From an optimization exercise on the open Yosys and OpenROAD flow, aimed at small area and a short achievable clock period; shortcuts taken in it are not production practice. RTL that was checked went through simulation tests only; none was proved equivalent to the original. No activity file was given, so power comes from the tool's default toggle rates.

==> indigo: inputs <==
==> flow/design.v <==
module Registers (
  input  [22:0] fa,
  input  [22:0] fb,
  input         sa,
  input         sb,
  input  [7:0]  ea,
  input  [7:0]  eb,
  input         gt_e,
  input         eq_e,
  input         fge,
  output [31:0] Sum
);
  wire        agb = gt_e | (eq_e & fge);    
  wire [7:0]  s0;
  wire        unused_c;
  CSA #(8) ediff (.a(ea), .b(~eb), .cin(1'b0), .s(s0), .cout(unused_c));
  wire [7:0]  eL  = gt_e ? ea : eb;         
  wire [7:0]  dd  = s0 ^ {8{~gt_e}};
  wire        sub = sa ^ sb;
  wire [23:0] ma = {1'b1, fa}, mb = {1'b1, fb};
  wire [23:0] mL = agb ? ma : mb;
  wire [23:0] mP = agb ? (gt_e ? {1'b0, mb[23:1]} : mb) : ma;
  wire [23:0] mS = (|dd[7:5]) ? 24'd0 : mP >> dd[4:0];
  wire [23:0] s;
  wire        c;
  CSA #(24) add (.a(mL), .b(mS ^ {24{sub}}), .cin(sub), .s(s), .cout(c));
  wire [24:0] r = {c ^ sub, s};
  wire [4:0]  lz;
  wire [24:0] rs;
  normalizer n (.r(r), .lz(lz), .o(rs));
  wire        z  = ~|r;
  wire [7:0]  e1 = eL + 8'd1;
  wire [7:0]  e2 = eL + 8'd2;
  wire [7:0]  pe = z ? 8'd0 : e1 - {3'd0, lz};
  wire        of = (&eL) | (~z & (e2 == {3'd0, lz}));
  wire        sign = (agb ? sa : sb) & ~z;
  assign Sum = of ? 32'd0 : {sign, pe, rs[23:1]};
endmodule
module four_bit_adder #(parameter N = 23) (input [N-1:0] a, input [N-1:0] b, output ge);
  wire [N-1:0] s;
  CSA #(N) c (.a(a), .b(~b), .cin(1'b1), .s(s), .cout(ge));
endmodule
module CSA #(parameter N = 24) (input [N-1:0] a, input [N-1:0] b, input cin,
                                output [N-1:0] s, output cout);
  wire [N-1:0] g0 = a & b;
  wire [N-1:0] p0 = a ^ b;
  reg  [N-1:0] g, p;
  integer i, l;
  always @* begin
    g = g0;
    p = p0;
    g[0] = g0[0] | (p0[0] & cin);
    for (l = 0; (1 << l) < N; l = l + 1)
      for (i = 0; i < N; i = i + 1)
        if (i & (1 << l)) begin
          g[i] = g[i] | (p[i] & g[((i >> l) << l) - 1]);
          p[i] = p[i] & p[((i >> l) << l) - 1];
        end
  end
  assign s    = p0 ^ {g[N-2:0], cin};
  assign cout = g[N-1];
endmodule
module normalizer (input [24:0] r, output [4:0] lz, output [24:0] o);
  wire [31:0] x0 = {r, 7'd0};
  reg  [15:0] a1, c1;    
  reg  [7:0]  a2;
  reg  [15:0] c2;
  reg  [3:0]  a3;
  reg  [11:0] c3;
  reg  [1:0]  a4;
  reg  [7:0]  c4;
  integer g;
  always @* begin
    for (g = 0; g < 16; g = g + 1) begin
      a1[g] = ~(x0[2*g+1] | x0[2*g]);
      c1[g] = ~x0[2*g+1];
    end
    for (g = 0; g < 8; g = g + 1) begin
      a2[g] = a1[2*g+1] & a1[2*g];
      c2[2*g +: 2] = a1[2*g+1] ? {1'b1, c1[2*g]} : {1'b0, c1[2*g+1]};
    end
    for (g = 0; g < 4; g = g + 1) begin
      a3[g] = a2[2*g+1] & a2[2*g];
      c3[3*g +: 3] = a2[2*g+1] ? {1'b1, c2[4*g +: 2]} : {1'b0, c2[4*g+2 +: 2]};
    end
    for (g = 0; g < 2; g = g + 1) begin
      a4[g] = a3[2*g+1] & a3[2*g];
      c4[4*g +: 4] = a3[2*g+1] ? {1'b1, c3[6*g +: 3]} : {1'b0, c3[6*g+3 +: 3]};
    end
  end
  assign lz = a4[1] ? {1'b1, c4[3:0]} : {1'b0, c4[7:4]};
  wire [31:0] x1 = lz[4] ? {x0[15:0], 16'd0} : x0;
  wire [31:0] x2 = lz[3] ? {x1[23:0], 8'd0} : x1;
  wire [31:0] x3 = lz[2] ? {x2[27:0], 4'd0} : x2;
  wire [31:0] x4 = lz[1] ? {x3[29:0], 2'd0} : x3;
  wire [31:0] x5 = lz[0] ? {x4[30:0], 1'd0} : x4;
  assign o  = x5[31:7];
endmodule
module FPA (
  input  [31:0] A,
  input  [31:0] B,
  output        gt_e,     
  output        eq_e,     
  output        fge       
);
  wire [7:0] ea = A[30:23], eb = B[30:23];
  assign gt_e = ea > eb;
  assign eq_e = ea == eb;
  four_bit_adder #(23) cmp (.a(A[22:0]), .b(B[22:0]), .ge(fge));
endmodule
module FPA_final (
  input         clk,
  input         rst,
  input  [31:0] in1,
  input  [31:0] in2,
  output reg [31:0] OUT
);
  wire       gt_n, eq_n, fge_n;
  FPA B1 (.A(in1), .B(in2), .gt_e(gt_n), .eq_e(eq_n), .fge(fge_n));
  reg [22:0] fa, fb;
  reg        sa, sb, gt_e, eq_e, fge, rst_d;
  reg [7:0]  ea, eb;
  always @(posedge clk) begin
    fa    <= in1[22:0];
    fb    <= in2[22:0];
    sa    <= in1[31];
    sb    <= in2[31];
    ea    <= in1[30:23];
    gt_e  <= gt_n;
    eq_e  <= eq_n;
    fge   <= fge_n;
    eb    <= in2[30:23];
    rst_d <= rst;
  end
  wire [31:0] C;
  Registers M (.fa(fa), .fb(fb), .sa(sa), .sb(sb), .ea(ea), .eb(eb), .gt_e(gt_e),
               .eq_e(eq_e), .fge(fge), .Sum(C));
  always @(posedge clk) begin
    if (rst)
      OUT <= 32'd0;
    else if (rst_d)
      OUT <= 32'h00800000;
    else
      OUT <= C;
  end
endmodule
==> flow/flow/run.sh <==
#!/bin/bash
# Standard layout with three changes: the full/half-adder extraction pass is
# skipped in synthesis (ABC maps the prefix adders directly), the ports get
# sky130 buf_1 buffers, and the repair passes aim below the design's period.
cp config.mk config_orig.log
cat >> config.mk <<'EOC'
export ADDER_MAP_FILE =
export SETUP_SLACK_MARGIN = 15.8
export BUFFER_PORTS_ARGS = -buffer_cell sky130_fd_sc_hd__buf_1
EOC
bash standard.sh > standard_run.log 2>&1
==> flow/standard.sh <==
#!/bin/bash
# synth_recipe.tcl (not shown) runs the flow's synth.tcl, then flattens the netlist and writes it again
# the make line also repeats each setting of config.mk as NAME=value (left out here)
make -C /OpenROAD-flow-scripts/flow DESIGN_CONFIG=/design/flow/config.mk WORK_HOME=/design/flow/orfs CLKGATE_MAP_FILE= SYNTH_SCRIPT=/design/flow/synth_recipe.tcl "${@:-finish}"
==> flow/config.mk <==
export PLATFORM = sky130hd
export DESIGN_NAME = FPA_final
export DESIGN_NICKNAME = FPA_final
export VERILOG_FILES = /design/flow/design.v
export SDC_FILE = /design/flow/constraint.sdc
export NUM_CORES = 4
export LEC_CHECK = 0
export ABC_AREA = 1
export CAP_MARGIN = 20
export CORE_MARGIN = 2
export CORE_UTILIZATION = 40
export SLEW_MARGIN = 20
export ADDER_MAP_FILE =
export SETUP_SLACK_MARGIN = 15.8
export BUFFER_PORTS_ARGS = -buffer_cell sky130_fd_sc_hd__buf_1
==> flow/constraint.sdc <==
create_clock -name core_clock -period 22.0 [get_ports {clk}]
set_input_delay 4.4000 -clock core_clock [delete_from_list [all_inputs] [get_ports {clk}]]
set_output_delay 4.4000 -clock core_clock [all_outputs]
set_load 0.01 [all_outputs]
==> tundra: changes against indigo <==
==> flow/design.v, changed modules only <==
module Registers (
  input  [31:0] A,
  input  [31:0] B,
  input         gt_e,
  input         eq_e,
  input         of_in,
  input         rst_d,    
  output [31:0] Out
);
  function [32:0] add;
    input [31:0] a, b;
    input cin;
    input integer n;
    reg [31:0] g, p, g0, p0;
    integer i, l, j;
    begin
      g0 = a & b;
      p0 = a ^ b;
      g = g0;
      p = p0;
      g[0] = g0[0] | (p0[0] & cin);
      for (l = 0; (1 << l) < n; l = l + 1)
        for (i = 0; i < n; i = i + 1)
          if (i & (1 << l)) begin
            j = ((i >> l) << l) - 1;
            g[i] = g[i] | (p[i] & g[j]);
            p[i] = p[i] & p[j];
          end
      add = {g[n-1], p0 ^ {g[30:0], cin}};
    end
  endfunction
  wire        sa = A[31], sb = B[31];
  wire [7:0]  ea = A[30:23], eb = B[30:23];
  wire        sub = sa ^ sb;
  wire [23:0] ma = {1'b1, A[22:0]}, mb = {1'b1, B[22:0]};
  wire [32:0] fc  = add({9'd0, A[22:0]}, {9'd0, ~B[22:0]}, 1'b1, 23);
  wire        fge = fc[32];
  wire        agb = gt_e | (eq_e & fge);    
  wire        sw  = eq_e & fge;             
  wire [32:0] s0w = add({24'd0, ea}, {24'd0, ~eb}, 1'b0, 8);
  wire [7:0]  s0  = s0w[7:0];
  wire [7:0]  dd  = s0 ^ {8{~gt_e}};
  wire [7:0]  eL  = gt_e ? ea : eb;
  wire [23:0] xP  = (gt_e ? {1'b0, mb[23:1]} : ma) ^ {24{sub}};
  wire [55:0] xw  = {{32{sub}}, xP} >> dd[4:0];
  wire [23:0] xS  = (|dd[7:5]) ? {24{sub}} : xw[23:0];
  wire [23:0] mS  = sw ? mb ^ {24{sub}} : xS;
  wire [23:0] mL  = agb ? ma : mb;
  wire [32:0] sm  = add({8'd0, mL}, {8'd0, mS}, sub, 24);
  wire [24:0] r   = {sm[32] ^ sub, sm[23:0]};
  wire [31:0] x0 = {r, 7'd0};
  reg  [15:0] a1, c1;    
  reg  [7:0]  a2;
  reg  [15:0] c2;
  reg  [3:0]  a3;
  reg  [11:0] c3;
  reg  [1:0]  a4;
  reg  [7:0]  c4;
  integer g;
  always @* begin
    for (g = 0; g < 16; g = g + 1) begin
      a1[g] = ~(x0[2*g+1] | x0[2*g]);
      c1[g] = ~x0[2*g+1];
    end
    for (g = 0; g < 8; g = g + 1) begin
      a2[g] = a1[2*g+1] & a1[2*g];
      c2[2*g +: 2] = a1[2*g+1] ? {1'b1, c1[2*g]} : {1'b0, c1[2*g+1]};
    end
    for (g = 0; g < 4; g = g + 1) begin
      a3[g] = a2[2*g+1] & a2[2*g];
      c3[3*g +: 3] = a2[2*g+1] ? {1'b1, c2[4*g +: 2]} : {1'b0, c2[4*g+2 +: 2]};
    end
    for (g = 0; g < 2; g = g + 1) begin
      a4[g] = a3[2*g+1] & a3[2*g];
      c4[4*g +: 4] = a3[2*g+1] ? {1'b1, c3[6*g +: 3]} : {1'b0, c3[6*g+3 +: 3]};
    end
  end
  wire [4:0]  lz = a4[1] ? {1'b1, c4[3:0]} : {1'b0, c4[7:4]};
  wire [31:0] x1 = lz[4] ? {x0[15:0], 16'd0} : x0;
  wire [31:0] x2 = lz[3] ? {x1[23:0], 8'd0} : x1;
  wire [31:0] x3 = lz[2] ? {x2[27:0], 4'd0} : x2;
  wire [31:0] x4 = lz[1] ? {x3[29:0], 2'd0} : x3;
  wire [31:0] x5 = lz[0] ? {x4[30:0], 1'd0} : x4;
  wire        z  = ~|r;
  wire [7:0]  e1 = eL + 8'd1;
  wire [7:0]  e2 = eL + 8'd2;
  wire [7:0]  pe = z ? 8'd0 : e1 - {3'd0, lz};
  wire        of = of_in | (~z & (e2 == {3'd0, lz}));
  wire        sign = (agb ? sa : sb) & ~z;
  assign Out = rst_d ? 32'h00800000 : of ? 32'd0 : {sign, pe, x5[30:8]};
endmodule
module FPA (
  input  [31:0] A,
  input  [31:0] B,
  output        gt_e,     
  output        eq_e,     
  output        of_in     
);
  wire [7:0] ea = A[30:23], eb = B[30:23];
  assign gt_e  = ea > eb;
  assign eq_e  = ea == eb;
  assign of_in = (&ea) | (&eb);
endmodule
module FPA_final (
  input         clk,
  input         rst,
  input  [31:0] in1,
  input  [31:0] in2,
  output reg [31:0] OUT
);
  wire gt_n, eq_n, of_n;
  FPA B1 (.A(in1), .B(in2), .gt_e(gt_n), .eq_e(eq_n), .of_in(of_n));
  reg [31:0] A, B;
  reg        gt_e, eq_e, of_in, rst_d;
  always @(posedge clk) begin
    A     <= in1;
    B     <= in2;
    gt_e  <= gt_n;
    eq_e  <= eq_n;
    of_in <= of_n;
    rst_d <= rst;
  end
  wire [31:0] C;
  Registers M (.A(A), .B(B), .gt_e(gt_e), .eq_e(eq_e), .of_in(of_in),
               .rst_d(rst_d), .Out(C));
  always @(posedge clk) begin
    if (rst)
      OUT <= 32'd0;
    else
      OUT <= C;
  end
endmodule
// module four_bit_adder removed
// module CSA removed
// module normalizer removed
--- a/flow/flow/run.sh
+++ b/flow/flow/run.sh
@@ -5,7 +5,7 @@
 cp config.mk config_orig.log
 cat >> config.mk <<'EOC'
 export ADDER_MAP_FILE =
-export SETUP_SLACK_MARGIN = 15.8
+export SETUP_SLACK_MARGIN = 16.3
 export BUFFER_PORTS_ARGS = -buffer_cell sky130_fd_sc_hd__buf_1
 EOC
 bash standard.sh > standard_run.log 2>&1
Settings changed: SETUP_SLACK_MARGIN 15.8 to 16.3.
==> umber: changes against indigo <==
==> flow/design.v, changed modules only <==
module Registers (
  input  [22:0] fa,
  input  [22:0] fb,
  input         sa,
  input         sb,
  input  [7:0]  s0,
  input         gt_e,
  input         eq_e,
  input         fge,
  input  [7:0]  eL,
  input         of_in,
  output [31:0] Sum
);
  wire        agb = gt_e | (eq_e & fge);    
  wire [7:0]  dd  = s0 ^ {8{~gt_e}};
  wire        sub = sa ^ sb;
  wire [23:0] ma = {1'b1, fa}, mb = {1'b1, fb};
  wire [23:0] mL = agb ? ma : mb;
  wire [23:0] mP = agb ? (gt_e ? {1'b0, mb[23:1]} : mb) : ma;
  wire [23:0] mS = (|dd[7:5]) ? 24'd0 : mP >> dd[4:0];
  wire [23:0] s;
  wire        c;
  CSA #(24) add (.a(mL), .b(mS ^ {24{sub}}), .cin(sub), .s(s), .cout(c));
  wire [24:0] r = {c ^ sub, s};
  wire [4:0]  lz;
  wire [24:0] rs;
  normalizer n (.r(r), .lz(lz), .o(rs));
  wire        z  = ~|r;
  wire [7:0]  e1 = eL + 8'd1;
  wire [7:0]  e2 = eL + 8'd2;
  wire [7:0]  pe = z ? 8'd0 : e1 - {3'd0, lz};
  wire        of = of_in | (~z & (e2 == {3'd0, lz}));
  wire        sign = (agb ? sa : sb) & ~z;
  assign Sum = of ? 32'd0 : {sign, pe, rs[23:1]};
endmodule
module normalizer (input [24:0] r, output [4:0] lz, output [24:0] o);
  wire [31:0] x0 = {r, 7'd0};
  wire        z4 = ~|x0[31:16];
  wire [31:0] x1 = z4 ? {x0[15:0], 16'd0} : x0;
  wire        z3 = ~|x1[31:24];
  wire [31:0] x2 = z3 ? {x1[23:0], 8'd0} : x1;
  wire        z2 = ~|x2[31:28];
  wire [31:0] x3 = z2 ? {x2[27:0], 4'd0} : x2;
  wire        z1 = ~|x3[31:30];
  wire [31:0] x4 = z1 ? {x3[29:0], 2'd0} : x3;
  wire        z0 = ~x4[31];
  wire [31:0] x5 = z0 ? {x4[30:0], 1'd0} : x4;
  assign lz = {z4, z3, z2, z1, z0};
  assign o  = x5[31:7];
endmodule
module FPA (
  input  [31:0] A,
  input  [31:0] B,
  output [7:0]  s0,       
  output        gt_e,     
  output        eq_e,     
  output        fge,      
  output [7:0]  eL,       
  output        of_in     
);
  wire [7:0] ea = A[30:23], eb = B[30:23];
  CSA #(8) c (.a(ea), .b(~eb), .cin(1'b0), .s(s0), .cout(gt_e));
  assign eq_e = ea == eb;
  four_bit_adder #(23) cmp (.a(A[22:0]), .b(B[22:0]), .ge(fge));
  assign eL    = gt_e ? ea : eb;
  assign of_in = (&ea) | (&eb);
endmodule
module FPA_final (
  input         clk,
  input         rst,
  input  [31:0] in1,
  input  [31:0] in2,
  output reg [31:0] OUT
);
  wire       gt_n, eq_n, fge_n, of_n;
  wire [7:0] s0_n, eL_n;
  FPA B1 (.A(in1), .B(in2), .s0(s0_n), .gt_e(gt_n), .eq_e(eq_n), .fge(fge_n),
          .eL(eL_n), .of_in(of_n));
  reg [22:0] fa, fb;
  reg        sa, sb, gt_e, eq_e, fge, of_in, rst_d;
  reg [7:0]  s0, eL;
  always @(posedge clk) begin
    fa    <= in1[22:0];
    fb    <= in2[22:0];
    sa    <= in1[31];
    sb    <= in2[31];
    s0    <= s0_n;
    gt_e  <= gt_n;
    eq_e  <= eq_n;
    fge   <= fge_n;
    eL    <= eL_n;
    of_in <= of_n;
    rst_d <= rst;
  end
  wire [31:0] C;
  Registers M (.fa(fa), .fb(fb), .sa(sa), .sb(sb), .s0(s0), .gt_e(gt_e),
               .eq_e(eq_e), .fge(fge), .eL(eL), .of_in(of_in), .Sum(C));
  always @(posedge clk) begin
    if (rst)
      OUT <= 32'd0;
    else if (rst_d)
      OUT <= 32'h00800000;
    else
      OUT <= C;
  end
endmodule
--- a/flow/flow/run.sh
+++ b/flow/flow/run.sh
@@ -5,7 +5,7 @@
 cp config.mk config_orig.log
 cat >> config.mk <<'EOC'
 export ADDER_MAP_FILE =
-export SETUP_SLACK_MARGIN = 15.8
+export SETUP_SLACK_MARGIN = 15.3
 export BUFFER_PORTS_ARGS = -buffer_cell sky130_fd_sc_hd__buf_1
 EOC
 bash standard.sh > standard_run.log 2>&1
Settings changed: CTS_BUF_LIST set to sky130_fd_sc_hd__clkbuf_4 sky130_fd_sc_hd__clkbuf_8, SETUP_SLACK_MARGIN 15.8 to 15.3.
==> amber: changes against indigo <==
==> flow/design.v, changed modules only <==
module Registers (
  input  [22:0] fa,
  input  [22:0] fb,
  input         sa,
  input         sb,
  input  [7:0]  s0,
  input         gt_e,
  input         eq_e,
  input         fge,
  input  [7:0]  eL,
  output [31:0] Sum
);
  wire        agb = gt_e | (eq_e & fge);    
  wire [7:0]  dd  = s0 ^ {8{~gt_e}};
  wire        sub = sa ^ sb;
  wire [23:0] ma = {1'b1, fa}, mb = {1'b1, fb};
  wire [23:0] mL = agb ? ma : mb;
  wire [23:0] mP = agb ? (gt_e ? {1'b0, mb[23:1]} : mb) : ma;
  wire [23:0] mS = (|dd[7:5]) ? 24'd0 : mP >> dd[4:0];
  wire [23:0] s;
  wire        c;
  CSA #(24) add (.a(mL), .b(mS ^ {24{sub}}), .cin(sub), .s(s), .cout(c));
  wire [24:0] r = {c ^ sub, s};
  wire [4:0]  lz;
  wire [24:0] rs;
  normalizer n (.r(r), .lz(lz), .o(rs));
  wire        z  = ~|r;
  wire [7:0]  e1 = eL + 8'd1;
  wire [7:0]  e2 = eL + 8'd2;
  wire [7:0]  pe = z ? 8'd0 : e1 - {3'd0, lz};
  wire        of = (&eL) | (~z & (e2 == {3'd0, lz}));
  wire        sign = (agb ? sa : sb) & ~z;
  assign Sum = of ? 32'd0 : {sign, pe, rs[23:1]};
endmodule
module FPA (
  input  [31:0] A,
  input  [31:0] B,
  output [7:0]  s0,       
  output        gt_e,     
  output        eq_e,     
  output        fge,      
  output [7:0]  eL        
);
  wire [7:0] ea = A[30:23], eb = B[30:23];
  CSA #(8) c (.a(ea), .b(~eb), .cin(1'b0), .s(s0), .cout(gt_e));
  assign eq_e = ea == eb;
  four_bit_adder #(23) cmp (.a(A[22:0]), .b(B[22:0]), .ge(fge));
  assign eL    = gt_e ? ea : eb;
endmodule
module FPA_final (
  input         clk,
  input         rst,
  input  [31:0] in1,
  input  [31:0] in2,
  output reg [31:0] OUT
);
  wire       gt_n, eq_n, fge_n;
  wire [7:0] s0_n, eL_n;
  FPA B1 (.A(in1), .B(in2), .s0(s0_n), .gt_e(gt_n), .eq_e(eq_n), .fge(fge_n),
          .eL(eL_n));
  reg [22:0] fa, fb;
  reg        sa, sb, gt_e, eq_e, fge, rst_d;
  reg [7:0]  s0, eL;
  always @(posedge clk) begin
    fa    <= in1[22:0];
    fb    <= in2[22:0];
    sa    <= in1[31];
    sb    <= in2[31];
    s0    <= s0_n;
    gt_e  <= gt_n;
    eq_e  <= eq_n;
    fge   <= fge_n;
    eL    <= eL_n;
    rst_d <= rst;
  end
  wire [31:0] C;
  Registers M (.fa(fa), .fb(fb), .sa(sa), .sb(sb), .s0(s0), .gt_e(gt_e),
               .eq_e(eq_e), .fge(fge), .eL(eL), .Sum(C));
  always @(posedge clk) begin
    if (rst)
      OUT <= 32'd0;
    else if (rst_d)
      OUT <= 32'h00800000;
    else
      OUT <= C;
  end
endmodule
--- a/flow/flow/run.sh
+++ b/flow/flow/run.sh
@@ -5,7 +5,7 @@
 cp config.mk config_orig.log
 cat >> config.mk <<'EOC'
 export ADDER_MAP_FILE =
-export SETUP_SLACK_MARGIN = 15.8
+export SETUP_SLACK_MARGIN = 15.3
 export BUFFER_PORTS_ARGS = -buffer_cell sky130_fd_sc_hd__buf_1
 EOC
 bash standard.sh > standard_run.log 2>&1
Settings changed: SETUP_SLACK_MARGIN 15.8 to 15.3.
==> notes <==
Via count, highest first: tundra, indigo, umber, amber.
Against indigo, the area after synthesis of umber is lower by 4.1%.
Against tundra, the register-to-register slack of amber is lower by 570 ps.
The highest die area belongs to tundra, the lowest to amber.
Between indigo and amber, the lower combinational power is in amber (gap about 18%, measured against amber).
Only the layout flow was run in indigo and tundra; the RTL was not checked for function there.

==> afterwards: timing with drivers on the ports <==
No port has a modelled driver above. Below, the same layouts with a new extraction and two added sets of constraints.
Step 1 sets driving cells, clkbuf_16 on the clock port and buf_2 on the other inputs (assumed; they add their load-dependent delay and slew).
Step 2 moves the port delays by t, midway between the first and last clock arrival at a register: inputs arrive t later, outputs are due t later. That takes back most of the time a late clock gives input paths.
Slacks: no drivers / after step 1 / after step 2; pairs: no drivers / after step 1.
| run | t (ns) | slack for setup (ns) | hold slack, ns | latest minus earliest clock arrival (ns) |
|---|---|---|---|---|
| indigo | 0.410 | 16.007 / 16.025 / 15.614 | 0.564 / 0.564 / 0.564 | 0.011 / 0.011 |
| tundra | 0.412 | 16.673 / 16.696 / 16.283 | 0.453 / 0.453 / 0.453 | 0.011 / 0.011 |
| umber | 0.442 | 15.874 / 15.874 / 15.541 | 0.468 / 0.468 / 0.468 | 0.018 / 0.018 |
| amber | 0.407 | 15.677 / 15.700 / 15.293 | 0.451 / 0.451 / 0.451 | 0.010 / 0.010 |
After both steps every run listed still meets setup and hold. For indigo, which loses most, drivers alone change the setup slack by +0.018 ns; drivers and shift together by -0.393 ns.
